What follows belongs to an exercise in optimizing a design on an open flow for small area; a production flow would make more cautious choices. Only simulation tests tie the RTL to the original design; equivalence was not proved. Power and IR drop assume default switching activity.

===== flow/design.v =====
module Topo
(
	CLOCK_50, KEY, SW,
	LEDR, LEDS,
	HEX0, HEX1, HEX2, HEX3, HEX4, HEX5
);
	input CLOCK_50;
	input wire [3:0] KEY;
	input wire [9:0] SW;
	output wire [3:0] LEDR;
	output wire [9:6] LEDS;
	output wire [6:0] HEX0;
	output wire [6:0] HEX1;
	output wire [6:0] HEX2;
	output wire [6:0] HEX3;
	output wire [6:0] HEX4;
	output wire [6:0] HEX5;
	localparam [2:0] S_INIT   = 3'd0,
	                 S_SETUP  = 3'd1,
	                 S_FPGA   = 3'd2,
	                 S_USER   = 3'd3,
	                 S_CHECK  = 3'd4,
	                 S_NEXT   = 3'd5,
	                 S_RESULT = 3'd6;
	reg [2:0] state;
	wire R1  = (state == S_INIT);
	wire R2  = (state == S_INIT) | (state == S_NEXT);
	wire E1  = (state == S_SETUP);
	wire E2  = (state == S_USER);
	wire E3  = (state == S_FPGA);
	wire E4  = (state == S_CHECK);
	wire SEL = (state == S_RESULT);
	reg [1:0] level;      
	reg [1:0] map;        
	reg [3:0] last;       
	always @(posedge CLOCK_50) begin
		if (R1)
			level <= 2'd0;
		else if (E1)
			level <= SW[9:8];
		if (E1) begin
			map  <= SW[7:6];
			last <= SW[5:2];
		end
	end
	reg [12:0] q;
	reg [3:0]  presc_hi;
	wire nR1 = ~R1;
	wire s_low0 = ~(q[0] | q[2] | q[4] | q[6] | q[8] | q[10]) &
	              (q[1] & q[3] & q[5] & q[7] & q[9] & q[11]);    
	wire s_wrap = s_low0 & ~q[12];                                 
	wire s_fb   = ~(q[12] ^ q[3] ^ q[2] ^ q[0] ^ s_low0);         
	always @(posedge CLOCK_50) begin
		q[0]  <= R1 | s_fb;
		q[1]  <= ~(nR1 & q[0]);
		q[2]  <= ~(R1 | q[1]);
		q[3]  <= ~(nR1 & q[2]);
		q[4]  <= ~(R1 | q[3]);
		q[5]  <= ~(nR1 & q[4]);
		q[6]  <= ~(R1 | q[5]);
		q[7]  <= ~(nR1 & q[6]);
		q[8]  <= ~(R1 | q[7]);
		q[9]  <= ~(nR1 & q[8]);
		q[10] <= ~(R1 | q[9]);
		q[11] <= ~(nR1 & q[10]);
		q[12] <= ~(R1 | q[11]);
		if (R1)
			presc_hi <= 4'd0;
		else
			presc_hi <= presc_hi + {3'd0, s_wrap};
	end
	wire [16:13] presc = presc_hi;
	reg clkz;
	always @(*) begin
		case (level)
			2'd0: clkz = presc[16];
			2'd1: clkz = presc[15];
			2'd2: clkz = presc[14];
			default: clkz = presc[13];
		endcase
	end
	reg r_clkz, r_clk1;
	always @(posedge CLOCK_50) begin
		r_clkz <= clkz;
		r_clk1 <= presc[14];
	end
	wire tick_z = clkz & ~r_clkz;
	wire tick_1 = presc[14] & ~r_clk1;
	reg [3:0] key_d1, key_d2;
	always @(posedge CLOCK_50) begin
		key_d1 <= KEY;
		key_d2 <= key_d1;
	end
	wire [3:0] btn = key_d1 & ~key_d2;
	wire press = E2 & (|btn);
	reg [3:0] round;
	reg       win;
	reg       was_init, was_check;
	wire [3:0] total = was_init ? 4'd0 : (round + {3'd0, was_check});
	always @(posedge CLOCK_50) begin
		was_init  <= R1;
		was_check <= E4;
		round     <= total;
		if (R1)
			win <= 1'b0;
		else if (E4 & (round == last))
			win <= 1'b1;
	end
	reg [3:0] tempo;
	always @(posedge CLOCK_50) begin
		if (R2)
			tempo <= 4'd0;
		else if (E2 & tick_1)
			tempo <= tempo + 4'd1;
	end
	wire end_time = tempo[3] & tempo[0];
	reg [3:0] cnt;
	reg       tc;
	wire show = E3 & tick_z;
	always @(posedge CLOCK_50) begin
		if (R2 | (E3 & tc)) begin
			cnt <= 4'd0;
			tc  <= 1'b0;
		end else if (show | press) begin
			cnt <= cnt + 4'd1;
			tc  <= (cnt == round);
		end
	end
	localparam [127:0] SEQ_TAB = 128'h6c74e4ec634decd836c4b1c800000000;
	wire [1:0] seq = SEQ_TAB[{map, cnt, 1'b0} +: 2];
	wire [3:0] seq_oh = 4'd1 << seq;
	reg       led_v;
	reg [1:0] led_i;
	always @(posedge CLOCK_50) begin
		if (R2)
			led_v <= 1'b0;
		else if (show)
			led_v <= 1'b1;
		if (show)
			led_i <= seq;
	end
	assign LEDR = led_v ? (4'd1 << led_i) : 4'd0;
	reg       okA, okB;
	reg [1:0] prev;
	wire first = ~(|cnt) & ~tc;
	always @(posedge CLOCK_50) begin
		if (R2) begin
			okA <= 1'b1;
			okB <= 1'b1;
		end else if (press) begin
			okA <= okA & (btn == seq_oh);
			okB <= okB & (first | (btn == (4'd1 << prev)));
		end
		if (press)
			prev <= seq;
	end
	wire match = tc ? okA : (okB & (&round));
	always @(posedge CLOCK_50) begin
		if (SW[1])
			state <= S_INIT;
		else begin
			case (state)
				S_INIT:   state <= S_SETUP;
				S_SETUP:  if (SW[0]) state <= S_FPGA;
				S_FPGA:   if (tc) state <= S_USER;
				S_USER:   if (end_time) state <= S_RESULT;
				          else if (tc) state <= S_CHECK;
				S_CHECK:  state <= match ? S_NEXT : S_RESULT;
				S_NEXT:   state <= win ? S_RESULT : S_FPGA;
				default:  state <= state;
			endcase
		end
	end
	localparam [111:0] SEG_TAB = 112'h70c2131c020200f00894c0c4bcc0;
	wire [7:0] points = level * round;
	localparam [111:0] TIME_TAB = 112'h80020008002000f00894c0c4bcc0;
	assign HEX5 = SEL ? (win ? 7'b1000_111 : 7'b1011_011) : 7'b0001_110;
	assign HEX4 = SEL ? (win ? 7'b1011_011 : 7'b1100_111) : SEG_TAB[7*level +: 7];
	assign HEX3 = SEL ? (win ? 7'b1001_111 : 7'b1111_011) : 7'b0001_111;
	assign HEX2 = SEL ? (win ? 7'b1011_011 : 7'b1100_111) : TIME_TAB[7*tempo +: 7];
	wire [3:0] hex0_v = SEL ? points[3:0] : round;
	assign HEX1 = SEL ? SEG_TAB[7*points[7:4] +: 7] : 7'b1011_011;
	assign HEX0 = SEG_TAB[7*hex0_v +: 7];
	assign LEDS = ~KEY;
endmodule

===== flow/flow/run.sh =====
#!/bin/bash
# Standard layout, with: the port buffers made of the smallest buffer cell;
# the buffers Yosys put on ports that share a net removed before placement;
# a clock tree of clkbuf_4 cells without dummy balancing loads.
set -euo pipefail
export BUFFER_PORTS_ARGS="-buffer_cell sky130_fd_sc_hd__buf_1"
export REMOVE_ABC_BUFFERS=1
export CTS_ARGS="-sink_clustering_enable -repair_clock_nets -buf_list sky130_fd_sc_hd__clkbuf_4 -dont_use_dummy_load"
bash standard.sh > standard_flow.log 2>&1

===== flow/standard.sh =====
#!/bin/bash
# synth_recipe.tcl (not shown) runs the flow's synth.tcl, then flattens the netlist and writes it again
# the make line also repeats each setting of config.mk as NAME=value (left out here)
make -C /OpenROAD-flow-scripts/flow DESIGN_CONFIG=/design/flow/config.mk WORK_HOME=/design/flow/orfs CLKGATE_MAP_FILE= SYNTH_SCRIPT=/design/flow/synth_recipe.tcl "${@:-finish}"

===== flow/config.mk =====
export PLATFORM = sky130hd
export DESIGN_NAME = Topo
export DESIGN_NICKNAME = Topo
export VERILOG_FILES = /design/flow/design.v
export SDC_FILE = /design/flow/constraint.sdc
export NUM_CORES = 4
export LEC_CHECK = 0
export ABC_AREA = 1
export CAP_MARGIN = 20
export CORE_MARGIN = 2
export CORE_UTILIZATION = 65
export PLACE_DENSITY = 0.75
export SLEW_MARGIN = 20

===== flow/constraint.sdc =====
create_clock -name core_clock -period 10.0 [get_ports {CLOCK_50}]
set_input_delay 2.0000 -clock core_clock [delete_from_list [all_inputs] [get_ports {CLOCK_50}]]
set_output_delay 2.0000 -clock core_clock [all_outputs]
set_load 0.01 [all_outputs]

==> impl_metrics.env, run 1 <==
export IMPL_outcome="finished clean"
export IMPL_pin_count=65
export IMPL_synthFlopType="dfxtp_1"
export IMPL_crit_start="state[2]$_SDFFE_PP0P_"
export IMPL_dp_cells=573
export IMPL_worstSetupEndpoint="HEX0[1]"
export IMPL_post_cts_buffers=0
export IMPL_hold_path_class="reg2reg"
export IMPL_avgRoutedWirePerCell_um=12.1
export IMPL_min_period_ps=4610
export IMPL_drt_iter0_markers=170
export IMPL_syn_to_final_growth_pct=7.48
export IMPL_skew_ps=46.4
export IMPL_ff2ff_path_depth=14
export IMPL_port_buffers=59
export IMPL_regToRegSetupSlack_ps=7960
export IMPL_die_w_um=77.0
export IMPL_clockBufferDepth=2
export IMPL_cp_max_fo=16
export IMPL_timing_rr_start="cnt[0]$_SDFFE_PP0P_"
export IMPL_cts_buffers=9
export IMPL_p_total_mw=0.695
export IMPL_synth_area_leaders="dfxtp_1 (29%), nand2_1 (11%), ha_1 (9.4%)"
export IMPL_worst_slew_pin_slew_ps=697
export IMPL_rows=26
export IMPL_peakVddDrop_v=0.000169
export IMPL_nets=556
export IMPL_setup_viol=0
export IMPL_place_congestion=0.866
export IMPL_cts_tree="done"
export IMPL_crit_chain="nand3_4 -> inv_2 -> or2_1 -> o21ai_0 -> ha_1 -> nand2_2 -> o21a_1 -> nand2_1 -> nand2_1 -> buf_1"
export IMPL_clockRootBuffer="clkbuf_4"
export IMPL_dr_pass1_iters=5
export IMPL_grt_overflow=0
export IMPL_synth_top_area_frac=0.295
export IMPL_wl_um=7070
export IMPL_drive_above_1_share=0.0684
export IMPL_fmax_mhz=217
export IMPL_setup_tns_ps=0
export IMPL_rsz0062_at_grt="false"
export IMPL_avgSynthCellArea_um2=7.52
export IMPL_fillerInstances=445
export IMPL_dpl_instance_area_um2=3660
export IMPL_crit_path_start_kind="register"
export IMPL_synth_seq_cells=61
export IMPL_fin_area_um2=3720
export IMPL_cp_arrival_ps=2610
export IMPL_drv_cap=0
export IMPL_finalHoldViolCount=0
export IMPL_synthDominantAreaCellType="dfxtp_1"
export IMPL_yosysMostFrequentCell="nand2_1"
export IMPL_numClockSinks=61
export IMPL_drc=0
export IMPL_power_density_nw_per_um2=187
export IMPL_fin_cells=582
export IMPL_die_area_um2=5930
export IMPL_path_depth=10
export IMPL_path_clk_slew_ps=80
export IMPL_core_um2=5140
export IMPL_grt_usage=0.254
export IMPL_drv_slew=0
export IMPL_async_flop_share=0
export IMPL_slew_headroom=0.534
export IMPL_cpPeakStageDelay_ps=540
export IMPL_fin_crit_sh=0.461
export IMPL_crit_family="simple AND/OR/NAND/NOR gates"
export IMPL_diodes=0
export IMPL_dp_hpwl_um=5480
export IMPL_cp_end_kind="output pin"
export IMPL_yosys_warnings=1
export IMPL_grt_max_degree=17
export IMPL_detail_route_antenna_nets=0
export IMPL_initial_core_util=0.674
export IMPL_cts_resized=0
export IMPL_grt_pass1_wl_um=12200
export IMPL_insertion_delay_ps=410
export IMPL_slowest_stage="dfxtp_1"
export IMPL_critPathRequiredTime_ps=8000
export IMPL_antenna_found_initial=0
export IMPL_cp_buffers_inverters=2
export IMPL_synth_edf_count=10
export IMPL_first_global_vias=2701
export IMPL_h_tree_depth=3
export IMPL_syn_inst=461
export IMPL_num_vias=2954
export IMPL_via_per_inst=5.08
export IMPL_crit_type="reg2out"
export IMPL_r2r_end="okA$_SDFFE_PP1P_"
export IMPL_holdBufCountCts=0
export IMPL_synth_distinct_cells=41
export IMPL_chipHeight_um=77.0
export IMPL_cpMostUsedCell="nand2_1"
export IMPL_synth_common_cells="nand2_1 (101), inv_1 (65), dfxtp_1 (51)"
export IMPL_p_leak_nw=1.71
export IMPL_syn_area_um2=3460
export IMPL_ys_seq_area_frac=0.381
-- how the worst min path moves through the flow --
| stage | slack (ps) | from | cells after the start | to |
|---|---|---|---|---|
| floorplan | 330 | key_d1[1]$_DFF_P_ | 0 | key_d2[1]$_DFF_P_ |
| global placement | 340 | key_d1[2]$_DFF_P_ | 0 | key_d2[2]$_DFF_P_ |
| detailed placement | 340 | key_d1[2]$_DFF_P_ | 0 | key_d2[2]$_DFF_P_ |
| CTS | 350 | key_d1[2]$_DFF_P_ | 0 | key_d2[2]$_DFF_P_ |
| global route | 360 | key_d1[3]$_DFF_P_ | 0 | key_d2[3]$_DFF_P_ |
| finish | 350 | key_d1[2]$_DFF_P_ | 0 | key_d2[2]$_DFF_P_ |
-- stage by stage --
stage          utilization  setup slack, ps  hold WS (ps)
5_1_grt              0.724             5160           362
6_report             0.724             5390           351
4_1_cts              0.724             5380           353
3_5_place_dp         0.711             5730           339
2_1_floorplan            -             5930           331
3_3_place_gp         0.711             5740           335
-- registers in the layout, summed over array words and instances, names as in the netlist, 2 cells and up --
name      flops
state         3
tempo         4
last          4
presc_hi      4
q            13
round         4
key_d2        4
cnt           4
led_i         2
key_d1        4
map           2
level         2
prev          2
-- worst register-to-register path, stage by stage, from the launching register on --
cell and delay [ps]:
dfxtp_1 450, inv_1 170, ha_1 360, a21oi_1 190, nand2_1 70, nand3_1 70, nand2_1 50, nand2_1 90
nand2_1 120, nand3_1 100, nand2_1 50, nand2_1 60, nand2_1 50, nand2_1 60, nand2_1 40
-- routing by layer --
| layer | GRT usage | vias up | wire, um | part of all wire |
|---|---|---|---|---|
| met5 | 0 | - | 0 | 0 |
| met4 | 0.0589 | 0 | 71 | 0.010 |
| met3 | 0.0729 | 7 | 268 | 0.038 |
| met2 | 0.427 | 60 | 3350 | 0.47 |
| met1 | 0.323 | 1328 | 3380 | 0.48 |
| li1 | - | 1559 | - | - |
-- where the power goes --
part / switching (mW) / internal (mW)
Clock: 0.0717 / 0.0417
Sequential: 0.0369 / 0.292
Combinational: 0.170 / 0.0833
-- layout by cell type, fill, tap and decap left out, types with 4 or more instances in the layout --
| master | count |
|---|---|
| nand3_1 | 30 |
| nand2_1 | 101 |
| nor3_1 | 6 |
| conb_1 | 5 |
| edfxtp_1 | 10 |
| nor2_1 | 36 |
| buf_1 | 59 |
| a21oi_1 | 21 |
| nand4_1 | 4 |
| xor2_1 | 5 |
| o21ai_0 | 26 |
| dfxtp_1 | 51 |
| inv_2 | 10 |
| xnor2_1 | 6 |
| o211ai_1 | 6 |
| clkbuf_4 | 9 |
| ha_1 | 26 |
| inv_1 | 65 |
| nor3_2 | 4 |
-- logic make-up (layout without fill, tap and decap cells) --
kind of cell,count (synthesis),in the layout,share of synthesized area
simple gates,192,192,0.243
buf+inv,97,145,0.122
compound gates,71,71,0.124
flops,61,61,0.381
fa+ha+maj,27,27,0.0997
xor+xnor,11,11,0.0278
other cells,2,5,0.00217
-- layout make-up --
cell class,count,area [um2],area share
clock buffer,9,67.6,0.0181
inverter,76,288,0.0773
multi-input combinational,306,1730,0.465
sequential,61,1320,0.355
tap,70,87.6,0.0235
timing repair buffer,60,229,0.0615
==> run 2: changes to the inputs <==
==> flow/flow/run.sh (replaced) <==
#!/bin/bash
# Standard layout, with: the port buffers made of the smallest buffer cell;
# the buffers Yosys put on ports that share a net removed before placement;
# a clock tree of clkbuf_4 cells without dummy balancing loads;
# cells downsized where timing allows (power recovery).
set -euo pipefail
export BUFFER_PORTS_ARGS="-buffer_cell sky130_fd_sc_hd__buf_1"
export REMOVE_ABC_BUFFERS=1
export CTS_ARGS="-sink_clustering_enable -repair_clock_nets -buf_list sky130_fd_sc_hd__clkbuf_4 -dont_use_dummy_load"
export RECOVER_POWER=100
bash standard.sh > standard_flow.log 2>&1
==> impl_metrics.env, run 2 <==
export IMPL_outcome="finished clean"
export IMPL_fin_area_um2=3680
export IMPL_layout_commonest_cell="nand2_1"
export IMPL_rows=26
export IMPL_grt_overflow=0
export IMPL_met3_length_um=267
export IMPL_cp_end_kind="output pin"
export IMPL_power_density_nw_per_um2=186
export IMPL_syn_inst=461
export IMPL_multi_input_area_um2=1690
export IMPL_detail_route_antenna_nets=0
export IMPL_drt_iter0_markers=172
export IMPL_worst_slew_pin_slew_ps=696
export IMPL_synth_area_leaders="dfxtp_1 (29%), nand2_1 (11%), ha_1 (9.4%)"
export IMPL_layout_common_cells="nand2_1 (102), inv_1 (70), buf_1 (59)"
export IMPL_drv_cap=0
export IMPL_cts_tree="done"
export IMPL_nets=556
export IMPL_pin_count=65
export IMPL_chipHeight_um=77.0
export IMPL_clockRootBuffer="clkbuf_4"
export IMPL_antenna_found_initial=0
export IMPL_p_total_mw=0.685
export IMPL_port_buffers=59
export IMPL_crit_path_start_kind="register"
export IMPL_core_um2=5140
export IMPL_yosysMostFrequentCell="nand2_1"
export IMPL_finalHoldViolCount=0
export IMPL_synth_distinct_cells=41
export IMPL_insertion_delay_ps=410
export IMPL_synthDominantAreaCellType="dfxtp_1"
export IMPL_first_global_vias=2701
export IMPL_post_cts_buffers=0
export IMPL_peakVddDrop_v=0.000169
export IMPL_cts_buffers=9
export IMPL_critPathRequiredTime_ps=8000
export IMPL_dpl_instance_area_um2=3660
export IMPL_initial_core_util=0.674
export IMPL_via_per_inst=5.10
export IMPL_fmax_mhz=194
export IMPL_setup_viol=0
export IMPL_drc=0
export IMPL_numClockSinks=61
export IMPL_seq_area_um2=1320
export IMPL_num_vias=2967
export IMPL_syn_to_final_growth_pct=6.25
export IMPL_drt_met1_wl_um=3340
export IMPL_synthFlopType="dfxtp_1"
export IMPL_die_w_um=77.0
export IMPL_power_switching_mw=0.273
export IMPL_cp_arrival_ps=3170
export IMPL_p_leak_nw=1.70
export IMPL_fin_ws_ps=4830
export IMPL_clockBufferDepth=2
export IMPL_slew_headroom=0.534
export IMPL_place_congestion=0.866
export IMPL_hold_path_class="reg2reg"
export IMPL_synth_edf_count=10
export IMPL_top_layer_used="met4"
export IMPL_pre_cts_slack_ps=5730
export IMPL_met2_length_um=3370
export IMPL_pwr_share_clk=0.166
export IMPL_avgSynthCellArea_um2=7.52
export IMPL_diodes=0
export IMPL_grt_max_degree=17
export IMPL_cts_resized=0
export IMPL_fillerInstances=452
export IMPL_drive_above_1_share=0.0391
export IMPL_crit_type="reg2out"
export IMPL_synth_top_area_frac=0.295
export IMPL_setup_tns_ps=0
export IMPL_grt_usage=0.254
export IMPL_synth_seq_cells=61
export IMPL_fin_crit_sh=0.517
export IMPL_yosys_warnings=1
export IMPL_die_area_um2=5930
export IMPL_holdWs_ps=351
export IMPL_grt_pass1_wl_um=12200
export IMPL_wl_um=7060
export IMPL_min_period_ps=5170
export IMPL_skew_ps=46.1
export IMPL_regMostFlops="q"
export IMPL_rsz0062_at_grt="false"
export IMPL_avgRoutedWirePerCell_um=12.1
export IMPL_cp_max_fo=16
export IMPL_syn_area_um2=3460
export IMPL_h_tree_depth=3
export IMPL_p_int_mw=0.413
export IMPL_largest_reg_flops=13
export IMPL_drv_slew=0
export IMPL_async_flop_share=0
export IMPL_path_clk_slew_ps=90
export IMPL_ys_seq_area_frac=0.381
export IMPL_p_comb_frac=0.357
export IMPL_pwr_share_seq=0.477
export IMPL_synth_common_cells="nand2_1 (101), inv_1 (65), dfxtp_1 (51)"
export IMPL_swShare=0.398
export IMPL_dr_pass1_iters=5
export IMPL_dp_hpwl_um=5480
export IMPL_holdBufCountCts=0
-- run 2: cell counts after synthesis --
No cell type changed its count.
-- run 2: power by group through the flow --
stage | logic, mW | clock network, mW | registers (mW)
finish | 0.245 | 0.114 | 0.327
CTS | 0.251 | 0.119 | 0.328
global placement | 0.242 | 0 | 0.332
detailed placement | 0.251 | 0 | 0.333
floorplan | 0.183 | 0 | 0.324
global route | 0.278 | 0.129 | 0.333
-- run 2: worst paths after layout --
| kind | from | to | slack [ps] | depth (start not counted) |
|---|---|---|---|---|
| worst min register to register | key_d1[2]$_DFF_P_ | key_d2[2]$_DFF_P_ | 350 | 0 |
| worst min-delay path | key_d1[2]$_DFF_P_ | key_d2[2]$_DFF_P_ | 350 | 0 |
| worst max-delay path | state[0]$_SDFFE_PP0P_ | HEX0[3] | 4830 | 12 |
| worst max register to register | state[0]$_SDFFE_PP0P_ | cnt[0]$_SDFFE_PP0P_ | 7740 | 9 |
-- run 2: cells by family (layout without fill, tap and decap cells) --
family / after synthesis / after routing / synth area share
AOI/OAI and AO/OA: 71 / 71 / 0.124
xor gates and xnor gates: 11 / 11 / 0.0278
adders and majority gates: 27 / 27 / 0.0997
buffers and inverters: 97 / 145 / 0.122
DFF: 61 / 61 / 0.381
other: 2 / 5 / 0.00217
and+or+nand+nor: 192 / 192 / 0.243
-- run 2: cell type report --
class	instances	area share
clock buffers	9	0.0184
inverters	76	0.0782
multi-input cells	306	0.460
flip-flops and latches	61	0.359
well taps	70	0.0238
repair buffers	60	0.0612
-- run 2: worst max-delay path, stage by stage (launching register included) --
cell and delay [ps]:
dfxtp_1 440, inv_1 110, nand3_1 470, inv_1 410, or2_1 310, o21ai_0 150
clkinv_1 200, ha_1 260, nand2_1 90, nand2_1 50, nand2_1 50, o211ai_1 80
buf_1 140
-- run 2: per-layer routing --
layer | vias to the layer above | global-route usage
li1 | 1557 | -
met1 | 1343 | 0.323
met5 | - | 0
met4 | 0 | 0.0589
met2 | 60 | 0.427
met3 | 7 | 0.0729
-- run 2: stage by stage --
stage,util,cells
after floorplan,-,443
after global placement,0.711,573
after detailed placement,0.711,573
after CTS,0.724,582
after global routing,0.716,582
final,0.716,582
==> run 3: changes to the inputs <==
==> flow/flow/run.sh (replaced) <==
#!/bin/bash
# Standard layout, with: the port buffers made of the smallest buffer cell;
# the buffers Yosys put on ports that share a net removed before placement;
# a clock tree of clkbuf_8 cells, 16 registers each, without dummy balancing loads;
# cells downsized where timing allows (power recovery).
set -euo pipefail
export BUFFER_PORTS_ARGS="-buffer_cell sky130_fd_sc_hd__buf_1"
export REMOVE_ABC_BUFFERS=1
export CTS_ARGS="-sink_clustering_enable -repair_clock_nets -buf_list sky130_fd_sc_hd__clkbuf_8 -sink_clustering_size 16 -dont_use_dummy_load"
export RECOVER_POWER=100
bash standard.sh > standard_flow.log 2>&1
==> impl_metrics.env, run 3 <==
export IMPL_outcome="finished clean"
export IMPL_drc=0
export IMPL_ys_seq_area_frac=0.381
export IMPL_layout_commonest_cell="nand2_1"
export IMPL_grt_pass1_wl_um=12200
export IMPL_cts_buffers=9
export IMPL_clockRootBuffer="clkbuf_8"
export IMPL_yosysMostFrequentCell="nand2_1"
export IMPL_num_vias=2931
export IMPL_die_w_um=77.0
export IMPL_hp_start="key_d1[2]$_DFF_P_"
export IMPL_yosys_warnings=1
export IMPL_syn_area_um2=3460
export IMPL_cp_end_kind="output pin"
export IMPL_wl_um=7030
export IMPL_fin_area_um2=3740
export IMPL_cp_max_fo=16
export IMPL_fin_cells=582
export IMPL_r2r_end="tc$_SDFFE_PP0P_"
export IMPL_regToRegSetupSlack_ps=7750
export IMPL_crit_type="reg2out"
export IMPL_setup_tns_ps=0
export IMPL_async_flop_share=0
export IMPL_worst_slew_pin_slew_ps=714
export IMPL_cp_arrival_ps=3050
export IMPL_p_leak_nw=1.73
export IMPL_drive_above_1_share=0.0391
export IMPL_fin_crit_sh=0.505
export IMPL_grt_overflow=0
export IMPL_synth_top_area_frac=0.295
export IMPL_timing_rr_start="state[0]$_SDFFE_PP0P_"
export IMPL_avgSynthCellArea_um2=7.52
export IMPL_min_period_ps=5050
export IMPL_insertion_delay_ps=340
export IMPL_dp_cells=573
export IMPL_synth_seq_cells=61
export IMPL_crit_path_start_kind="register"
export IMPL_layout_common_cells="nand2_1 (102), inv_1 (70), buf_1 (59)"
export IMPL_drt_iter0_markers=181
export IMPL_regMostFlops="q"
export IMPL_cts_tree="done"
export IMPL_via_per_inst=5.04
export IMPL_hold_path_class="reg2reg"
export IMPL_min_path_cells=0
export IMPL_post_cts_buffers=0
export IMPL_synthFlopType="dfxtp_1"
export IMPL_synthDominantAreaCellType="dfxtp_1"
export IMPL_skew_ps=26.6
export IMPL_synth_distinct_cells=41
export IMPL_numClockSinks=61
export IMPL_port_buffers=59
export IMPL_fin_util=0.727
export IMPL_dr_pass1_iters=4
export IMPL_syn_inst=461
export IMPL_first_global_vias=2720
export IMPL_die_area_um2=5930
export IMPL_finalHoldViolCount=0
export IMPL_nets=556
export IMPL_core_um2=5140
export IMPL_holdPathEnd="key_d2[2]$_DFF_P_"
export IMPL_setup_viol=0
export IMPL_fillerInstances=458
export IMPL_place_congestion=0.866
export IMPL_chipHeight_um=77.0
export IMPL_synth_area_leaders="dfxtp_1 (29%), nand2_1 (11%), ha_1 (9.4%)"
export IMPL_synth_common_cells="nand2_1 (101), inv_1 (65), dfxtp_1 (51)"
export IMPL_dpl_instance_area_um2=3660
export IMPL_rows=26
export IMPL_detail_route_antenna_nets=0
export IMPL_holdBufCountCts=0
export IMPL_path_clk_slew_ps=60
export IMPL_clockBufferDepth=2
export IMPL_grt_max_degree=17
export IMPL_drv_cap=0
export IMPL_drv_slew=0
export IMPL_fmax_mhz=198
export IMPL_diodes=0
export IMPL_ff2ff_path_depth=9
export IMPL_syn_to_final_growth_pct=7.87
export IMPL_power_density_nw_per_um2=195
export IMPL_peakVddDrop_v=0.000144
export IMPL_avgRoutedWirePerCell_um=12.1
export IMPL_dp_hpwl_um=5480
export IMPL_pin_count=65
export IMPL_largest_reg_flops=13
export IMPL_rsz0062_at_grt="false"
export IMPL_slew_headroom=0.522
export IMPL_grt_usage=0.254
export IMPL_h_tree_depth=3
export IMPL_cts_resized=0
export IMPL_critPathRequiredTime_ps=8000
export IMPL_initial_core_util=0.674
export IMPL_antenna_found_initial=0
export IMPL_synth_edf_count=10
run 3: cell counts after synthesis:
No cell type changed its count.
run 3: through the flow:
stage	setup WS, ps	hold slack [ps]	power, mW
global route	4570	358	0.783
CTS	5450	350	0.742
global placement	5740	335	0.575
finish	4950	347	0.728
detailed placement	5730	339	0.584
floorplan	5930	331	0.507
run 3: final cells by class:
class / count / area (um2) / area share
clock buffers: 9 / 124 / 0.0331
inverters: 76 / 288 / 0.0770
multi-input cells: 306 / 1690 / 0.453
flip-flops and latches: 61 / 1320 / 0.354
well taps: 70 / 87.6 / 0.0234
repair buffers: 60 / 225 / 0.0603
run 3: critical path: stages, from the launching register on:
cell and delay (ps):
dfxtp_1 430, inv_1 110, nand3_1 460, inv_1 400
or2_1 300, o21ai_0 150, clkinv_1 200, ha_1 260
nand2_1 90, nand2_1 50, nand2_1 50, o211ai_1 80
buf_1 140
run 3: worst max path at each step:
stage	end	from
4_1_cts	HEX0[1]	state[2]$_SDFFE_PP0P_
5_1_grt	HEX0[3]	state[0]$_SDFFE_PP0P_
3_5_place_dp	LEDS[7]	KEY[1]
2_1_floorplan	LEDS[6]	KEY[0]
6_report	HEX0[3]	state[0]$_SDFFE_PP0P_
3_3_place_gp	LEDS[6]	KEY[0]
run 3: kinds of logic (layout without fill, tap and decap cells):
group,Yosys count,count (layout),share of synthesized area
compound gates,71,71,0.124
xor+xnor,11,11,0.0278
fa+ha+maj,27,27,0.0997
buf+inv,97,145,0.122
flops,61,61,0.381
other cells,2,5,0.00217
simple gates,192,192,0.243
run 3: per-layer routing:
layer,GRT usage,vias up,share of wire,routed length [um]
li1,-,1563,-,-
met1,0.324,1325,0.47,3330
met2,0.427,41,0.49,3450
met3,0.0659,2,0.033,234
met4,0.0679,0,0.0030,21
met5,0,-,0,0
run 3: where the power goes:
part | internal, mW | leakage (nW) | switching (mW)
Sequential | 0.292 | 0.510 | 0.0344
Combinational | 0.0790 | 1.15 | 0.166
Clock | 0.0796 | 0.0647 | 0.0759
Total | 0.451 | 1.73 | 0.277
==> run 4: changes to the inputs <==
==> flow/flow/run.sh (replaced) <==
#!/bin/bash
# Standard layout (standard.sh), with these changes:
#  - adders are left to ABC as plain gates (no half/full-adder cells);
#    the registers are the same as the standard synthesis's;
#  - the port buffers are the smallest buffer cell (buf_1);
#  - the buffers Yosys put on ports that share a net are removed before placement;
#  - the clock tree is built of clkbuf_4 cells, without dummy balancing loads;
#  - cells off the critical paths are downsized (power recovery).
set -euo pipefail
export ADDER_MAP_FILE=
export BUFFER_PORTS_ARGS="-buffer_cell sky130_fd_sc_hd__buf_1"
export REMOVE_ABC_BUFFERS=1
export CTS_ARGS="-sink_clustering_enable -repair_clock_nets -buf_list sky130_fd_sc_hd__clkbuf_4 -dont_use_dummy_load"
export RECOVER_POWER=100
bash standard.sh > standard_flow.log 2>&1
==> impl_metrics.env, run 4 <==
export IMPL_cp_buffers_inverters=5
export IMPL_crit_path_start_kind="register"
export IMPL_synth_seq_cells=61
export IMPL_yosys_warnings=1
export IMPL_cts_resized=0
export IMPL_syn_area_um2=3240
export IMPL_post_cts_buffers=0
export IMPL_cp_max_fo=14
export IMPL_insertion_delay_ps=400
export IMPL_synth_distinct_cells=43
export IMPL_synth_top_area_frac=0.315
export IMPL_crit_chain="clkinvlp_2 -> nand3_1 -> clkinvlp_2 -> nand3_1 -> o21ai_0 -> nor2_1 -> clkinv_1 -> nor2_1 -> inv_1 -> nand2_1 -> nand2_1 -> nand2_1 -> buf_1"
export IMPL_via_per_inst=5.21
export IMPL_drv_cap=0
export IMPL_fin_crit_sh=0.524
export IMPL_crit_family="simple AND/OR/NAND/NOR gates"
export IMPL_slowest_stage="clkinvlp_2"
export IMPL_die_w_um=74.6
export IMPL_layout_commonest_cell="nand2_1"
export IMPL_cp_end_kind="output pin"
export IMPL_synthFlopType="dfxtp_1"
export IMPL_synth_area_leaders="dfxtp_1 (32%), nand2_1 (14%), edfxtp_1 (9.3%)"
export IMPL_rows=25
export IMPL_place_congestion=0.861
export IMPL_min_period_ps=5240
export IMPL_holdBufCountCts=0
export IMPL_power_density_nw_per_um2=192
export IMPL_num_vias=2999
export IMPL_skew_ps=23.1
export IMPL_hold_path_class="reg2reg"
export IMPL_p_leak_nw=1.55
export IMPL_grt_max_degree=15
export IMPL_dr_pass1_iters=5
export IMPL_setup_tns_ps=0
export IMPL_yosysMostFrequentCell="nand2_1"
export IMPL_clockBufferDepth=2
export IMPL_port_buffers=58
export IMPL_setup_viol=0
export IMPL_synth_common_cells="nand2_1 (121), inv_1 (64), dfxtp_1 (51)"
export IMPL_outcome="finished clean"
export IMPL_grt_pass1_wl_um=10800
export IMPL_pin_count=65
export IMPL_grt_overflow=0
export IMPL_regMostFlops="q"
export IMPL_numClockSinks=61
export IMPL_crit_type="reg2out"
export IMPL_diodes=0
export IMPL_slew_headroom=0.490
export IMPL_chipHeight_um=74.6
export IMPL_ys_seq_area_frac=0.408
export IMPL_drt_iter0_markers=269
export IMPL_fmax_mhz=191
export IMPL_cp_arrival_ps=3240
export IMPL_syn_inst=464
export IMPL_synth_edf_count=10
export IMPL_worst_slew_pin_slew_ps=762
export IMPL_clockRootBuffer="clkbuf_4"
export IMPL_cpMostUsedCell="nand2_1"
export IMPL_cts_tree="done"
export IMPL_initial_core_util=0.681
export IMPL_largest_reg_flops=13
export IMPL_cpPeakStageDelay_ps=500
export IMPL_finalHoldViolCount=0
export IMPL_first_global_vias=2573
export IMPL_synthDominantAreaCellType="dfxtp_1"
export IMPL_core_um2=4750
export IMPL_path_clk_slew_ps=90
export IMPL_layout_common_cells="nand2_1 (121), inv_1 (64), buf_1 (58)"
export IMPL_die_area_um2=5560
export IMPL_cts_buffers=9
export IMPL_drc=0
export IMPL_antenna_found_initial=0
export IMPL_fin_util=0.717
export IMPL_drv_slew=0
export IMPL_rsz0062_at_grt="false"
export IMPL_drive_above_1_share=0.0354
export IMPL_avgRoutedWirePerCell_um=11.7
export IMPL_async_flop_share=0
export IMPL_detail_route_antenna_nets=0
export IMPL_h_tree_depth=3
export IMPL_syn_to_final_growth_pct=5.26
export IMPL_avgSynthCellArea_um2=6.98
export IMPL_critPathRequiredTime_ps=8000
export IMPL_grt_usage=0.254
export IMPL_dp_hpwl_um=5170
export IMPL_peakVddDrop_v=0.000158
export IMPL_wl_um=6730
export IMPL_nets=526
[run 4: changes by cell type in the layout (fill, tap and decap cells not counted), moves of 3 or more]
| cell | before | now |
|---|---|---|
| ha_1 | 26 | 0 |
| nand2_1 | 102 | 121 |
| nor2_1 | 36 | 48 |
| clkbuf_4 | 0 | 9 |
| clkbuf_8 | 9 | 0 |
| inv_1 | 70 | 64 |
| a21oi_1 | 22 | 26 |
| o211ai_1 | 7 | 3 |
| or2_2 | 3 | 0 |
[run 4: cells by family after synthesis]
kind of cell / synth area share
DFF: 0.408
and+or+nand+nor: 0.305
AOI/OAI and AO/OA: 0.123
buffers and inverters: 0.135
xor gates and xnor gates: 0.0271
other: 0.00232
[run 4: per-layer routing]
metal  track usage  share of wire  up-vias
met5             0              0        -
met3        0.0556          0.053        9
met4        0.0992          0.012        0
met1         0.327           0.46     1364
li1              -              -     1547
met2         0.416           0.48       79
[run 4: through the flow]
step                      hold slack (ps)  cells  area, um2  setup slack, ps  power (mW)
after floorplan                       331    442       3080             5930       0.488
after CTS                             360    576       3450             5610       0.665
after detailed placement              341    567       3380             5730       0.551
final                                 355    576       3410             4760       0.655
after global placement                337    567       3380             5740       0.543
after global routing                  378    576       3410             4370       0.704
[run 4: worst paths after layout]
kind	start	to	slack, ps	cells after the start
worst min register to register	key_d1[3]$_DFF_P_	key_d2[3]$_DFF_P_	350	0
worst max register to register	state[0]$_SDFFE_PP0P_	cnt[3]$_SDFFE_PP0P_	7750	8
worst min-delay path	key_d1[3]$_DFF_P_	key_d2[3]$_DFF_P_	350	0
worst max-delay path	state[0]$_SDFFE_PP0P_	HEX0[3]	4760	13
[run 4: cell type report]
type / instances / area, um2
Inverter: 68 / 258
Tap cell: 67 / 83.8
Sequential cell: 61 / 1320
Clock buffer: 9 / 67.6
Fill cell: 440 / 1350
Multi-Input combinational cell: 313 / 1460
Timing Repair Buffer: 58 / 218
[run 4: where the power goes]
group	internal, mW	leakage, nW	total [mW]	switching, mW
clock	0.0418	0.0414	0.116	0.0738
sequential	0.290	0.510	0.326	0.0362
combinational	0.0679	0.995	0.214	0.146
==> run 5: changes to the inputs <==
==> flow/flow/run.sh (replaced) <==
#!/bin/bash
# Standard layout (standard.sh), with these changes:
#  - synthesis: adders are left to ABC as plain gates (no half/full-adder
#    cells), and ABC's one mapping call uses flow/abc_deep.script (deeper
#    area optimisation and area-oriented mapping). Everything else in the
#    synthesis is synth_recipe.tcl unchanged, so the registers are the same
#    as the standard synthesis's;
#  - the port buffers are the smallest buffer cell (buf_1);
#  - the buffers Yosys put on ports that share a net are removed before placement;
#  - the clock tree is built of clkbuf_4 cells, without dummy balancing loads;
#  - cells off the critical paths are downsized (power recovery).
set -euo pipefail
here=$(pwd)
{
  echo "proc abc {args} {"
  echo "  set i [lsearch \$args -script]"
  echo "  if {\$i >= 0} { lset args [expr {\$i + 1}] $here/flow/abc_deep.script }"
  echo "  yosys abc {*}\$args"
  echo "}"
  cat synth_recipe.tcl
} > synth_deep.tcl
sed "s#SYNTH_SCRIPT=[^ ]*#SYNTH_SCRIPT=$here/synth_deep.tcl#" standard.sh > standard_deep.sh
grep -q "SYNTH_SCRIPT=$here/synth_deep.tcl" standard_deep.sh
export ADDER_MAP_FILE=
export BUFFER_PORTS_ARGS="-buffer_cell sky130_fd_sc_hd__buf_1"
export REMOVE_ABC_BUFFERS=1
export CTS_ARGS="-sink_clustering_enable -repair_clock_nets -buf_list sky130_fd_sc_hd__clkbuf_16 -sink_clustering_size 64 -sink_clustering_max_diameter 500 -dont_use_dummy_load"
export RECOVER_POWER=100
bash standard_deep.sh > standard_flow.log 2>&1
==> flow/flow/abc_deep.script (new file) <==
strash
&get -n
&deepsyn -T 30
&put
dch
amap
mfs2
strash
dch
amap
topo
==> impl_metrics.env, run 5 <==
export IMPL_synth_edf_count=10
export IMPL_hold_path_class="reg2reg"
export IMPL_initial_core_util=0.682
export IMPL_h_tree_depth=3
export IMPL_timing_rr_start="state[1]$_SDFFE_PP0P_"
export IMPL_min_path_cells=0
export IMPL_drc=0
export IMPL_cp_arrival_ps=4610
export IMPL_num_vias=2672
export IMPL_drt_iter0_markers=167
export IMPL_drv_cap=0
export IMPL_rows=23
export IMPL_outcome="finished clean"
export IMPL_diodes=0
export IMPL_slowest_stage="nor3_1"
export IMPL_setup_tns_ps=0
export IMPL_clockRootBuffer="clkbuf_16"
export IMPL_synth_common_cells="nor2_1 (78), clkinv_1 (53), dfxtp_1 (51)"
export IMPL_holdPathEnd="key_d2[1]$_DFF_P_"
export IMPL_wl_um=6470
export IMPL_layout_common_cells="nor2_1 (78), buf_1 (58), clkinv_1 (53)"
export IMPL_hp_start="key_d1[1]$_DFF_P_"
export IMPL_fmax_mhz=151
export IMPL_cp_end_kind="output pin"
export IMPL_drv_slew=0
export IMPL_syn_to_final_growth_pct=15.4
export IMPL_crit_type="reg2out"
export IMPL_pin_count=65
export IMPL_grt_usage=0.290
export IMPL_slew_headroom=0.383
export IMPL_cts_resized=0
export IMPL_ff2ff_path_depth=8
export IMPL_syn_area_um2=2750
export IMPL_peakVddDrop_v=0.000162
export IMPL_numClockSinks=61
export IMPL_ys_seq_area_frac=0.481
export IMPL_port_buffers=58
export IMPL_yosysMostFrequentCell="nor2_1"
export IMPL_synthDominantAreaCellType="dfxtp_1"
export IMPL_via_per_inst=5.81
export IMPL_core_um2=4030
export IMPL_grt_pass1_wl_um=11200
export IMPL_syn_inst=352
export IMPL_async_flop_share=0
export IMPL_grt_max_degree=13
export IMPL_r2r_end="tc$_SDFFE_PP0P_"
export IMPL_avgRoutedWirePerCell_um=14.1
export IMPL_crit_path_start_kind="register"
export IMPL_synth_seq_cells=61
export IMPL_path_clk_slew_ps=50
export IMPL_detail_route_antenna_nets=0
export IMPL_clockBufferDepth=2
export IMPL_rsz0062_at_grt="false"
export IMPL_cp_buffers_inverters=4
export IMPL_fin_crit_sh=0.661
export IMPL_min_period_ps=6610
export IMPL_avgSynthCellArea_um2=7.81
export IMPL_setup_viol=0
export IMPL_regToRegSetupSlack_ps=7020
export IMPL_dp_hpwl_um=4620
export IMPL_first_global_vias=2506
export IMPL_chipHeight_um=69.0
export IMPL_cts_buffers=9
export IMPL_drive_above_1_share=0.0220
export IMPL_synth_distinct_cells=34
export IMPL_cpPeakStageDelay_ps=720
export IMPL_largest_reg_flops=13
export IMPL_nets=427
export IMPL_grt_overflow=0
export IMPL_cts_tree="done"
export IMPL_finalHoldViolCount=0
export IMPL_synthFlopType="dfxtp_1"
export IMPL_p_leak_nw=1.11
export IMPL_die_area_um2=4760
export IMPL_place_congestion=0.859
export IMPL_die_w_um=69.0
export IMPL_skew_ps=18.6
export IMPL_synth_top_area_frac=0.372
export IMPL_regMostFlops="q"
export IMPL_crit_family="simple AND/OR/NAND/NOR gates"
export IMPL_crit_chain="clkinv_1 -> nor3_1 -> clkinv_1 -> nor2_1 -> o21ai_0 -> nor2_1 -> nor2_1 -> a21oi_1 -> a21oi_1 -> nor2_1 -> nor2_1 -> o21ai_0 -> clkinv_1 -> o21ai_0 -> o21ai_0 -> o22ai_1 -> buf_1"
export IMPL_layout_commonest_cell="nor2_1"
export IMPL_antenna_found_initial=0
export IMPL_power_density_nw_per_um2=180
export IMPL_holdBufCountCts=0
export IMPL_dr_pass1_iters=4
export IMPL_yosys_warnings=1
export IMPL_worst_slew_pin_slew_ps=918
export IMPL_insertion_delay_ps=320
export IMPL_critPathRequiredTime_ps=8000
export IMPL_synth_area_leaders="dfxtp_1 (37%), edfxtp_1 (11%), nor2_1 (11%)"
export IMPL_cp_max_fo=10
export IMPL_holdWs_ps=352
export IMPL_post_cts_buffers=0
export IMPL_cpMostUsedCell="nor2_1"
[run 5: changes by cell type in the layout (fill, tap and decap cells not counted), moves of 10 or more]
cell      change
inv_1        -64
nand3_1      -30
a21oi_1      -15
nor2_1       +30
nor3_1       +10
nand2_1      -86
clkinv_1     +52
[run 5: metal layers]
layer / vias up / part of all wire / GRT usage
li1: 1313 / - / -
met1: 1240 / 0.41 / 0.346
met2: 104 / 0.50 / 0.494
met3: 15 / 0.060 / 0.0585
met4: 0 / 0.021 / 0.148
met5: - / 0 / 0
[run 5: metrics by stage]
stage | instance area [um2] | worst slack (ps) | utilization | instances | total power [mW]
final | 3170 | 3390 | 0.787 | 460 | 0.571
after global routing | 3170 | 2940 | 0.787 | 460 | 0.589
after global placement | 2950 | 4260 | 0.731 | 451 | 0.323
after detailed placement | 2950 | 3950 | 0.731 | 451 | 0.325
after floorplan | 2670 | 3740 | - | 343 | 0.308
after CTS | 3170 | 3580 | 0.787 | 460 | 0.572
[run 5: how the worst max path moves through the flow]
stage / start / to / slack (ps) / depth (start not counted)
final: state[2]$_SDFFE_PP0P_ / HEX0[6] / 3390 / 17
after CTS: state[2]$_SDFFE_PP0P_ / HEX0[6] / 3580 / 17
after global routing: state[2]$_SDFFE_PP0P_ / HEX0[6] / 2940 / 17
after floorplan: state[2]$_SDFFE_PP0P_ / HEX0[6] / 3740 / 16
after detailed placement: state[2]$_SDFFE_PP0P_ / HEX0[6] / 3950 / 17
after global placement: state[2]$_SDFFE_PP0P_ / HEX0[6] / 4260 / 17
[run 5: report_power, final]
part           switching [mW]  total [mW]  internal [mW]
Combinational          0.0334      0.0494         0.0159
Sequential            0.00958       0.273          0.263
Clock                  0.0923       0.249          0.156
Total                   0.135       0.571          0.435
[run 5: cell families (layout without fill, tap and decap cells)]
logic type	Yosys count	after routing	share of synthesized area
AOI/OAI and AO/OA	78	78	0.189
DFF	61	61	0.481
other	2	6	0.00273
and+or+nand+nor	145	145	0.220
buffers and inverters	66	120	0.108
[run 5: worst register-to-register path, delay by kind of cell, from the launching register on]
| family | cells | cell delay [ps] |
|---|---|---|
| and+or+nand+nor | 2 | 770 |
| AOI/OAI and AO/OA | 3 | 850 |
| DFF | 1 | 320 |
| buffers and inverters | 3 | 880 |
[run 5: cell type report]
class | count | area (um2)
inverter | 53 | 199
sequential | 61 | 1320
multi-input combinational | 229 | 1140
fill | 294 | 858
tap | 50 | 62.6
clock buffer | 9 | 225
timing repair buffer | 58 | 218
==> run 6: changes to the inputs <==
--- a/flow/flow/run.sh
+++ b/flow/flow/run.sh
@@ -25,5 +25,5 @@
 export BUFFER_PORTS_ARGS="-buffer_cell sky130_fd_sc_hd__buf_1"
 export REMOVE_ABC_BUFFERS=1
-export CTS_ARGS="-sink_clustering_enable -repair_clock_nets -buf_list sky130_fd_sc_hd__clkbuf_16 -sink_clustering_size 64 -sink_clustering_max_diameter 500 -dont_use_dummy_load"
+export CTS_ARGS="-sink_clustering_enable -repair_clock_nets -buf_list sky130_fd_sc_hd__clkbuf_8 -sink_clustering_size 32 -sink_clustering_max_diameter 500 -dont_use_dummy_load"
 export RECOVER_POWER=100
 bash standard_deep.sh > standard_flow.log 2>&1
==> impl_metrics.env, run 6 <==
export IMPL_outcome="finished clean"
export IMPL_fmax_mhz=154
export IMPL_hold_path_class="reg2reg"
export IMPL_synthMuxAreaShare=0
export IMPL_drt_iter0_markers=151
export IMPL_avgSynthCellArea_um2=7.81
export IMPL_cpMostUsedCell="nor2_1"
export IMPL_synthAdderAreaFrac=0
export IMPL_peakVddDrop_v=0.000166
export IMPL_syn_to_final_growth_pct=11.7
export IMPL_setup_tns_ps=0
export IMPL_holdWs_ps=350
export IMPL_cts_tree="done"
export IMPL_synthDominantAreaCellType="dfxtp_1"
export IMPL_hp_start="key_d1[1]$_DFF_P_"
export IMPL_clockRootBuffer="clkbuf_8"
export IMPL_synth_top_area_frac=0.372
export IMPL_worst_slew_pin_slew_ps=839
export IMPL_synth_area_leaders="dfxtp_1 (37%), edfxtp_1 (11%), nor2_1 (11%)"
export IMPL_syn_area_um2=2750
export IMPL_numClockSinks=61
export IMPL_fin_area_um2=3070
export IMPL_cp_end_kind="output pin"
export IMPL_synth_common_cells="nor2_1 (78), clkinv_1 (53), dfxtp_1 (51)"
export IMPL_diodes=0
export IMPL_async_flop_share=0
export IMPL_via_per_inst=5.68
export IMPL_ys_seq_area_frac=0.481
export IMPL_die_area_um2=4760
export IMPL_fillerInstances=327
export IMPL_cts_buffers=9
export IMPL_post_cts_buffers=0
export IMPL_initial_core_util=0.682
export IMPL_rsz0062_at_grt="false"
export IMPL_cts_resized=0
export IMPL_drc=0
export IMPL_syn_inst=352
export IMPL_dp_hpwl_um=4620
export IMPL_drv_cap=0
export IMPL_wl_um=6120
export IMPL_layout_common_cells="nor2_1 (78), buf_1 (58), clkinv_1 (53)"
export IMPL_cp_max_fo=10
export IMPL_nets=427
export IMPL_crit_chain="clkinv_1 -> nor3_1 -> clkinv_1 -> nor2_1 -> o21ai_0 -> nor2_1 -> nor2_1 -> a21oi_1 -> a21oi_1 -> nor2_1 -> nor2_1 -> o21ai_0 -> clkinv_1 -> o21ai_0 -> o21ai_0 -> o22ai_1 -> buf_1"
export IMPL_grt_usage=0.274
export IMPL_synth_simple_gate_area_share=0.220
export IMPL_path_clk_slew_ps=70
export IMPL_crit_type="reg2out"
export IMPL_die_w_um=69.0
export IMPL_synthFlopType="dfxtp_1"
export IMPL_first_global_vias=2431
export IMPL_skew_ps=20.7
export IMPL_holdBufCountCts=0
export IMPL_slew_headroom=0.436
export IMPL_yosysMostFrequentCell="nor2_1"
export IMPL_setup_viol=0
export IMPL_synth_seq_cells=61
export IMPL_drv_slew=0
export IMPL_avgRoutedWirePerCell_um=13.3
export IMPL_rows=23
export IMPL_synth_edf_count=10
export IMPL_synth_compound_area_frac=0.189
export IMPL_h_tree_depth=3
export IMPL_layout_commonest_cell="nor2_1"
export IMPL_p_leak_nw=1.07
export IMPL_grt_max_degree=13
export IMPL_critPathRequiredTime_ps=8000
export IMPL_grt_overflow=0
export IMPL_drive_above_1_share=0.0220
export IMPL_cpPeakStageDelay_ps=670
export IMPL_chipHeight_um=69.0
export IMPL_insertion_delay_ps=330
export IMPL_core_um2=4030
export IMPL_dpl_instance_area_um2=2950
export IMPL_min_period_ps=6510
export IMPL_timing_rr_start="state[1]$_SDFFE_PP0P_"
export IMPL_port_buffers=58
export IMPL_cp_arrival_ps=4510
export IMPL_pin_count=65
export IMPL_slowest_stage="nor3_1"
export IMPL_synth_top_family_by_area="simple AND/OR/NAND/NOR gates"
export IMPL_fin_crit_sh=0.651
export IMPL_finalHoldViolCount=0
export IMPL_grt_pass1_wl_um=10700
export IMPL_dr_pass1_iters=4
export IMPL_yosys_warnings=1
export IMPL_crit_start="state[2]$_SDFFE_PP0P_"
export IMPL_crit_path_start_kind="register"
export IMPL_detail_route_antenna_nets=0
export IMPL_largest_reg_flops=13
export IMPL_clockBufferDepth=2
export IMPL_place_congestion=0.859
export IMPL_power_density_nw_per_um2=157
export IMPL_regMostFlops="q"
export IMPL_num_vias=2611
export IMPL_antenna_found_initial=0
export IMPL_synth_distinct_cells=34
export IMPL_synth_xor_area_share=0
[run 6: through the flow]
stage               worst slack, ps  power [mW]   util  instances
detailed placement             3950       0.325  0.731        451
CTS                            3570       0.483  0.762        460
floorplan                      3740       0.308      -        343
global placement               4260       0.323  0.731        451
global route                   2920       0.502  0.762        460
finish                         3490       0.482  0.762        460
[run 6: layout make-up]
cell class	count	area (um2)	area share
Sequential cell	61	1320	0.430
Multi-Input combinational cell	229	1140	0.373
Timing Repair Buffer	58	218	0.0709
Inverter	53	199	0.0648
Clock buffer	9	124	0.0404
Tap cell	50	62.6	0.0204
[run 6: routing by layer]
metal	routed length [um]	up-vias	global-route usage
li1	-	1308	-
met1	2690	1214	0.339
met2	3000	78	0.457
met3	306	11	0.0570
met4	123	0	0.126
met5	0	-	0
[run 6: final timing paths]
path	to	slack, ps	cells past startpoint
worst min register to register	key_d2[1]$_DFF_P_	350	0
worst max register to register	tc$_SDFFE_PP0P_	7060	8
worst min-delay path	key_d2[1]$_DFF_P_	350	0
worst max-delay path	HEX0[6]	3490	17
[run 6: critical path, delay by kind of cell (launching register included)]
kind                   cells  cell delay (ps)
AOI/OAI and AO/OA          7             1400
buffers and inverters      4              920
DFF                        1              440
and+or+nand+nor            6             1420
[run 6: cells by family (layout without fill, tap and decap cells)]
group / after synthesis / in the layout
compound gates: 78 / 78
buf+inv: 66 / 120
flops: 61 / 61
other cells: 2 / 6
simple gates: 145 / 145
[run 6: where the power goes]
part	total (mW)	switching [mW]	internal (mW)	leakage, nW
Sequential	0.272	0.00974	0.262	0.512
Combinational	0.0484	0.0325	0.0159	0.491
Clock	0.161	0.0815	0.0798	0.0647
==> run 7: changes to the inputs <==
--- a/flow/flow/run.sh
+++ b/flow/flow/run.sh
@@ -25,5 +25,5 @@
 export BUFFER_PORTS_ARGS="-buffer_cell sky130_fd_sc_hd__buf_1"
 export REMOVE_ABC_BUFFERS=1
-export CTS_ARGS="-sink_clustering_enable -repair_clock_nets -buf_list sky130_fd_sc_hd__clkbuf_8 -sink_clustering_size 32 -sink_clustering_max_diameter 500 -dont_use_dummy_load"
+export CTS_ARGS="-sink_clustering_enable -repair_clock_nets -buf_list sky130_fd_sc_hd__clkbuf_4 -dont_use_dummy_load"
 export RECOVER_POWER=100
 bash standard_deep.sh > standard_flow.log 2>&1
--- a/flow/config.mk
+++ b/flow/config.mk
@@ -9,5 +9,5 @@
 export CAP_MARGIN = 20
 export CORE_MARGIN = 2
-export CORE_UTILIZATION = 65
-export PLACE_DENSITY = 0.75
+export CORE_UTILIZATION = 85
+export PLACE_DENSITY = 0.92
 export SLEW_MARGIN = 20
==> impl_metrics.env, run 7 <==
export IMPL_yosys_warnings=1
export IMPL_synth_seq_cells=61
export IMPL_tool_error="[ERROR GPL-0301] Utilization 100.392 % exceeds 100%."
export IMPL_synth_top_area_frac=0.372
export IMPL_chipHeight_um=60.9
export IMPL_async_flop_share=0
export IMPL_yosysMostFrequentCell="nor2_1"
export IMPL_syn_inst=352
export IMPL_ys_seq_area_frac=0.481
export IMPL_synthDominantAreaCellType="dfxtp_1"
export IMPL_avgSynthCellArea_um2=7.81
export IMPL_synth_area_leaders="dfxtp_1 (37%), edfxtp_1 (11%), nor2_1 (11%)"
export IMPL_synth_distinct_cells=34
export IMPL_stop_stage="global placement without I/O (3_1_place_gp_skip_io)"
export IMPL_rows=20
export IMPL_synth_common_cells="nor2_1 (78), clkinv_1 (53), dfxtp_1 (51)"
export IMPL_syn_area_um2=2750
export IMPL_synth_edf_count=10
export IMPL_die_w_um=60.9
export IMPL_outcome="aborted with a tool error"
export IMPL_synthFlopType="dfxtp_1"
export IMPL_initial_core_util=0.900
run 7: cell counts after synthesis:
Identical to the previous run, type by type.
run 7: logic make-up after synthesis:
family / after synthesis / share of synthesized area
compound gates: 78 / 0.189
buf+inv: 66 / 0.108
flops: 61 / 0.481
other cells: 2 / 0.00273
simple gates: 145 / 0.220
==> run 8: changes to the inputs <==
--- a/flow/config.mk
+++ b/flow/config.mk
@@ -9,5 +9,5 @@
 export CAP_MARGIN = 20
 export CORE_MARGIN = 2
-export CORE_UTILIZATION = 85
-export PLACE_DENSITY = 0.92
+export CORE_UTILIZATION = 65
+export PLACE_DENSITY = 0.75
 export SLEW_MARGIN = 20
==> impl_metrics.env, run 8 <==
export IMPL_path_clk_slew_ps=100
export IMPL_regMostFlops="q"
export IMPL_p_total_mw=0.436
export IMPL_synth_area_leaders="dfxtp_1 (37%), edfxtp_1 (11%), nor2_1 (11%)"
export IMPL_cts_buffers=9
export IMPL_grt_usage=0.270
export IMPL_wl_um=5970
export IMPL_initial_core_util=0.682
export IMPL_crit_type="reg2out"
export IMPL_cts_resized=0
export IMPL_p_leak_nw=1.04
export IMPL_p_int_mw=0.320
export IMPL_die_w_um=69.0
export IMPL_fillerInstances=332
export IMPL_drive_above_1_share=0.0220
export IMPL_fin_util=0.748
export IMPL_regToRegSetupSlack_ps=7060
export IMPL_power_switching_mw=0.116
export IMPL_pin_count=65
export IMPL_port_buffers=58
export IMPL_synth_common_cells="nor2_1 (78), clkinv_1 (53), dfxtp_1 (51)"
export IMPL_peakVddDrop_v=0.000144
export IMPL_critPathRequiredTime_ps=8000
export IMPL_holdBufCountCts=0
export IMPL_synth_top_area_frac=0.372
export IMPL_layout_commonest_cell="nor2_1"
export IMPL_synthDominantAreaCellType="dfxtp_1"
export IMPL_setup_tns_ps=0
export IMPL_r2r_end="tc$_SDFFE_PP0P_"
export IMPL_cp_arrival_ps=4600
export IMPL_worst_slew_pin_slew_ps=884
export IMPL_drc=0
export IMPL_avgSynthCellArea_um2=7.81
export IMPL_cp_end_kind="output pin"
export IMPL_syn_inst=352
export IMPL_crit_start="state[2]$_SDFFE_PP0P_"
export IMPL_skew_ps=31.5
export IMPL_ys_seq_area_frac=0.481
export IMPL_detail_route_antenna_nets=0
export IMPL_cp_max_fo=10
export IMPL_fmax_mhz=152
export IMPL_rows=23
export IMPL_clockBufferDepth=2
export IMPL_h_tree_depth=3
export IMPL_drv_cap=0
export IMPL_power_density_nw_per_um2=145
export IMPL_avgRoutedWirePerCell_um=13.0
export IMPL_post_cts_buffers=0
export IMPL_synth_edf_count=10
export IMPL_fin_crit_sh=0.660
export IMPL_min_period_ps=6600
export IMPL_ff2ff_path_depth=8
export IMPL_clockRootBuffer="clkbuf_4"
export IMPL_layout_common_cells="nor2_1 (78), buf_1 (58), clkinv_1 (53)"
export IMPL_outcome="finished clean"
export IMPL_die_area_um2=4760
export IMPL_crit_path_start_kind="register"
export IMPL_place_congestion=0.859
export IMPL_numClockSinks=61
export IMPL_cts_tree="done"
export IMPL_via_per_inst=5.55
export IMPL_slew_headroom=0.406
export IMPL_first_global_vias=2418
export IMPL_yosysMostFrequentCell="nor2_1"
export IMPL_grt_max_degree=13
export IMPL_drv_slew=0
export IMPL_swShare=0.266
export IMPL_core_um2=4030
export IMPL_diodes=0
export IMPL_pwr_share_clk=0.266
export IMPL_syn_to_final_growth_pct=9.65
export IMPL_pwr_share_seq=0.623
export IMPL_grt_pass1_wl_um=10600
export IMPL_insertion_delay_ps=390
export IMPL_syn_area_um2=2750
export IMPL_worstSetupEndpoint="HEX0[6]"
export IMPL_grt_overflow=0
export IMPL_synthFlopType="dfxtp_1"
export IMPL_synth_seq_cells=61
export IMPL_setup_viol=0
export IMPL_p_comb_frac=0.111
export IMPL_antenna_found_initial=0
export IMPL_hold_path_class="reg2reg"
export IMPL_dr_pass1_iters=4
export IMPL_chipHeight_um=69.0
export IMPL_async_flop_share=0
export IMPL_rsz0062_at_grt="false"
export IMPL_dp_hpwl_um=4620
export IMPL_finalHoldViolCount=0
export IMPL_nets=427
export IMPL_timing_rr_start="state[1]$_SDFFE_PP0P_"
export IMPL_drt_iter0_markers=172
export IMPL_num_vias=2554
export IMPL_synth_distinct_cells=34
export IMPL_largest_reg_flops=13
export IMPL_yosys_warnings=1
## run 8: cell counts after synthesis
Identical to the previous run, type by type.
## run 8: worst min-delay path by stage
| stage | slack (ps) | from | cells past startpoint | to |
|---|---|---|---|---|
| after floorplan | 340 | key_d1[0]$_DFF_P_ | 0 | key_d2[0]$_DFF_P_ |
| after global placement | 340 | presc_hi[1]$_SDFF_PP0_ | 0 | r_clk1$_DFF_P_ |
| after detailed placement | 350 | key_d1[1]$_DFF_P_ | 0 | key_d2[1]$_DFF_P_ |
| after CTS | 350 | key_d1[1]$_DFF_P_ | 0 | key_d2[1]$_DFF_P_ |
| after global routing | 350 | key_d1[0]$_DFF_P_ | 0 | key_d2[0]$_DFF_P_ |
| final | 350 | key_d1[1]$_DFF_P_ | 0 | key_d2[1]$_DFF_P_ |
## run 8: cells by family after synthesis
family	share of synthesized area
AO/OA/AOI/OAI	0.189
AND/OR/NAND/NOR	0.220
other	0.00273
flip-flops	0.481
buffers and inverters	0.108
## run 8: area by class of cell
type | instances | area, um2 | share of cell area
sequential | 61 | 1320 | 0.439
timing repair buffer | 58 | 218 | 0.0723
inverter | 53 | 199 | 0.0660
tap | 50 | 62.6 | 0.0208
clock buffer | 9 | 67.6 | 0.0224
multi-input combinational | 229 | 1140 | 0.380
## run 8: power by group through the flow
stage	registers, mW	clock network [mW]	logic [mW]
after floorplan	0.274	0	0.0344
after global placement	0.277	0	0.0465
after detailed placement	0.277	0	0.0479
after CTS	0.271	0.118	0.0483
after global routing	0.273	0.130	0.0546
final	0.272	0.116	0.0482
## run 8: routing by layer
layer / up-vias / global-route usage / share of wire
li1: 1309 / - / -
met1: 1167 / 0.338 / 0.45
met2: 67 / 0.450 / 0.48
met3: 11 / 0.0702 / 0.053
met4: 0 / 0.0959 / 0.014
met5: - / 0 / 0
## run 8: worst max-delay path, stage by stage (launching register included)
cell and delay [ps]:
dfxtp_1 440, clkinv_1 180, nor3_1 700, clkinv_1 480, nor2_1 250, o21ai_0 150, nor2_1 160, nor2_1 60
a21oi_1 340, a21oi_1 170, nor2_1 200, nor2_1 80, o21ai_0 120, clkinv_1 90, o21ai_0 240, o21ai_0 200
o22ai_1 160, buf_1 180
## run 8: through the flow
stage	hold slack [ps]	cell area [um2]	setup slack, ps	instances
6_report	348	3010	3400	460
5_1_grt	354	3010	2840	460
4_1_cts	346	3010	3510	460
3_5_place_dp	348	2950	3950	451
3_3_place_gp	340	2950	4260	451
2_1_floorplan	338	2670	3740	343
==> run 9: changes to the inputs <==
--- a/flow/flow/run.sh
+++ b/flow/flow/run.sh
@@ -7,4 +7,5 @@
 #    as the standard synthesis's;
 #  - the port buffers are the smallest buffer cell (buf_1);
+#  - the synthesis's tie cells are kept (no separate tie cell per load);
 #  - the buffers Yosys put on ports that share a net are removed before placement;
 #  - the clock tree is built of clkbuf_4 cells, without dummy balancing loads;
@@ -25,4 +26,5 @@
 export BUFFER_PORTS_ARGS="-buffer_cell sky130_fd_sc_hd__buf_1"
 export REMOVE_ABC_BUFFERS=1
+export SKIP_REPAIR_TIE_FANOUT=1
 export CTS_ARGS="-sink_clustering_enable -repair_clock_nets -buf_list sky130_fd_sc_hd__clkbuf_4 -dont_use_dummy_load"
 export RECOVER_POWER=100
==> impl_metrics.env, run 9 <==
export IMPL_synth_top_area_frac=0.372
export IMPL_cts_buffers=9
export IMPL_die_w_um=69.0
export IMPL_detail_route_antenna_nets=0
export IMPL_synth_seq_cells=61
export IMPL_path_clk_slew_ps=110
export IMPL_insertion_delay_ps=400
export IMPL_drc=0
export IMPL_avgRoutedWirePerCell_um=13.1
export IMPL_cp_max_fo=10
export IMPL_h_tree_depth=3
export IMPL_grt_overflow=0
export IMPL_wl_um=5990
export IMPL_p_leak_nw=1.03
export IMPL_syn_inst=352
export IMPL_yosys_warnings=1
export IMPL_drv_slew=0
export IMPL_crit_type="reg2out"
export IMPL_dr_pass1_iters=5
export IMPL_antenna_found_initial=0
export IMPL_via_per_inst=5.51
export IMPL_layout_common_cells="nor2_1 (78), buf_1 (58), clkinv_1 (53)"
export IMPL_die_area_um2=4760
export IMPL_synthAdderAreaFrac=0
export IMPL_clockRootBuffer="clkbuf_4"
export IMPL_largest_reg_flops=13
export IMPL_drv_cap=0
export IMPL_synth_compound_area_frac=0.189
export IMPL_cts_tree="done"
export IMPL_first_global_vias=2407
export IMPL_initial_core_util=0.682
export IMPL_core_um2=4030
export IMPL_synthFlopType="dfxtp_1"
export IMPL_holdBufCountCts=0
export IMPL_hold_path_class="reg2reg"
export IMPL_drive_above_1_share=0.0222
export IMPL_min_period_ps=6490
export IMPL_grt_usage=0.272
export IMPL_syn_to_final_growth_pct=9.11
export IMPL_p_total_mw=0.437
export IMPL_setup_viol=0
export IMPL_dp_hpwl_um=4640
export IMPL_numClockSinks=61
export IMPL_yosysMostFrequentCell="nor2_1"
export IMPL_post_cts_buffers=0
export IMPL_regMostFlops="q"
export IMPL_peakVddDrop_v=0.000143
export IMPL_crit_path_start_kind="register"
export IMPL_fin_crit_sh=0.649
export IMPL_num_vias=2511
export IMPL_ys_seq_area_frac=0.481
export IMPL_cp_end_kind="output pin"
export IMPL_chipHeight_um=69.0
export IMPL_async_flop_share=0
export IMPL_fmax_mhz=154
export IMPL_avgSynthCellArea_um2=7.81
export IMPL_cp_arrival_ps=4490
export IMPL_holdWs_ps=332
export IMPL_critPathRequiredTime_ps=8000
export IMPL_clockBufferDepth=2
export IMPL_synth_simple_gate_area_share=0.220
export IMPL_synth_edf_count=10
export IMPL_worst_slew_pin_slew_ps=819
export IMPL_synth_area_leaders="dfxtp_1 (37%), edfxtp_1 (11%), nor2_1 (11%)"
export IMPL_syn_area_um2=2750
export IMPL_place_congestion=0.864
export IMPL_setup_tns_ps=0
export IMPL_slew_headroom=0.452
export IMPL_grt_max_degree=13
export IMPL_pin_count=65
export IMPL_outcome="finished clean"
export IMPL_synth_common_cells="nor2_1 (78), clkinv_1 (53), dfxtp_1 (51)"
export IMPL_nets=423
export IMPL_synthDominantAreaCellType="dfxtp_1"
export IMPL_rows=23
export IMPL_synthMuxAreaShare=0
export IMPL_synth_distinct_cells=34
export IMPL_fillerInstances=338
export IMPL_grt_pass1_wl_um=10500
export IMPL_synth_top_family_by_area="simple AND/OR/NAND/NOR gates"
export IMPL_skew_ps=29.1
export IMPL_cts_resized=0
export IMPL_port_buffers=58
export IMPL_drt_iter0_markers=119
export IMPL_rsz0062_at_grt="false"
export IMPL_synth_xor_area_share=0
export IMPL_power_density_nw_per_um2=146
export IMPL_diodes=0
export IMPL_layout_commonest_cell="nor2_1"
export IMPL_finalHoldViolCount=0
run 9: cell count changes in the layout (fill, tap and decap cells not counted), sizes merged:
cell and delta:
conb -4
run 9: power by group:
part | leakage (nW) | switching, mW | internal [mW]
combinational | 0.479 | 0.0319 | 0.0159
clock | 0.0414 | 0.0764 | 0.0418
sequential | 0.512 | 0.00945 | 0.262
total | 1.03 | 0.118 | 0.320
run 9: worst max-delay path, stage by stage (launching register included):
cell      delay (ps)
dfxtp_1          430
clkinv_1         170
nor3_1           640
clkinv_1         450
nor2_1           250
o21ai_0          140
nor2_1           160
nor2_1            60
a21oi_1          360
a21oi_1          170
nor2_1           220
nor2_1            80
o21ai_0          110
clkinv_1          80
o21ai_0          260
o21ai_0          200
o22ai_1          150
buf_1            170
run 9: final timing paths:
check | slack [ps] | startpoint | depth (start not counted) | end
max | 3510 | state[2]$_SDFFE_PP0P_ | 17 | HEX0[6]
min | 330 | key_d1[0]$_DFF_P_ | 0 | key_d2[0]$_DFF_P_
max reg2reg | 7040 | state[0]$_SDFFE_PP0P_ | 8 | tc$_SDFFE_PP0P_
min reg2reg | 330 | key_d1[0]$_DFF_P_ | 0 | key_d2[0]$_DFF_P_
run 9: metrics by stage:
stage          instances  area, um2  utilization  worst slack [ps]
2_1_floorplan        339       2650            -              3740
3_3_place_gp         447       2930        0.727              4250
3_5_place_dp         447       2930        0.727              3950
4_1_cts              456       3000        0.744              3520
5_1_grt              456       3000        0.744              2890
6_report             456       3000        0.744              3510
run 9: per-layer routing:
layer,part of all wire,vias to the layer above,routed length (um),GRT usage
met5,0,-,0,0
met4,0.014,0,86,0.122
met3,0.059,9,353,0.0585
met2,0.46,79,2740,0.435
met1,0.47,1132,2810,0.353
li1,-,1291,-,-
run 9: logic make-up (layout without fill, tap and decap cells):
group                  Yosys count  after routing
AO/OA/AOI/OAI                   78             78
buffers and inverters           66            120
flip-flops                      61             61
other                            2              2
AND/OR/NAND/NOR                145            145
run 9: area by class of cell:
| type | count | area [um2] | share of cell area |
|---|---|---|---|
| flip-flops and latches | 61 | 1320 | 0.441 |
| multi-input cells | 225 | 1130 | 0.377 |
| repair buffers | 58 | 218 | 0.0726 |
| inverters | 53 | 199 | 0.0664 |
| clock buffers | 9 | 67.6 | 0.0225 |
| well taps | 50 | 62.6 | 0.0209 |

Setup slack of run 9, layout unchanged: 3.514 ns with ideal ports, 3.489 ns with driving cells assumed (clock clkbuf_16, inputs buf_2), 3.903 ns with port delays also shifted by the 0.414 ns mid clock arrival.
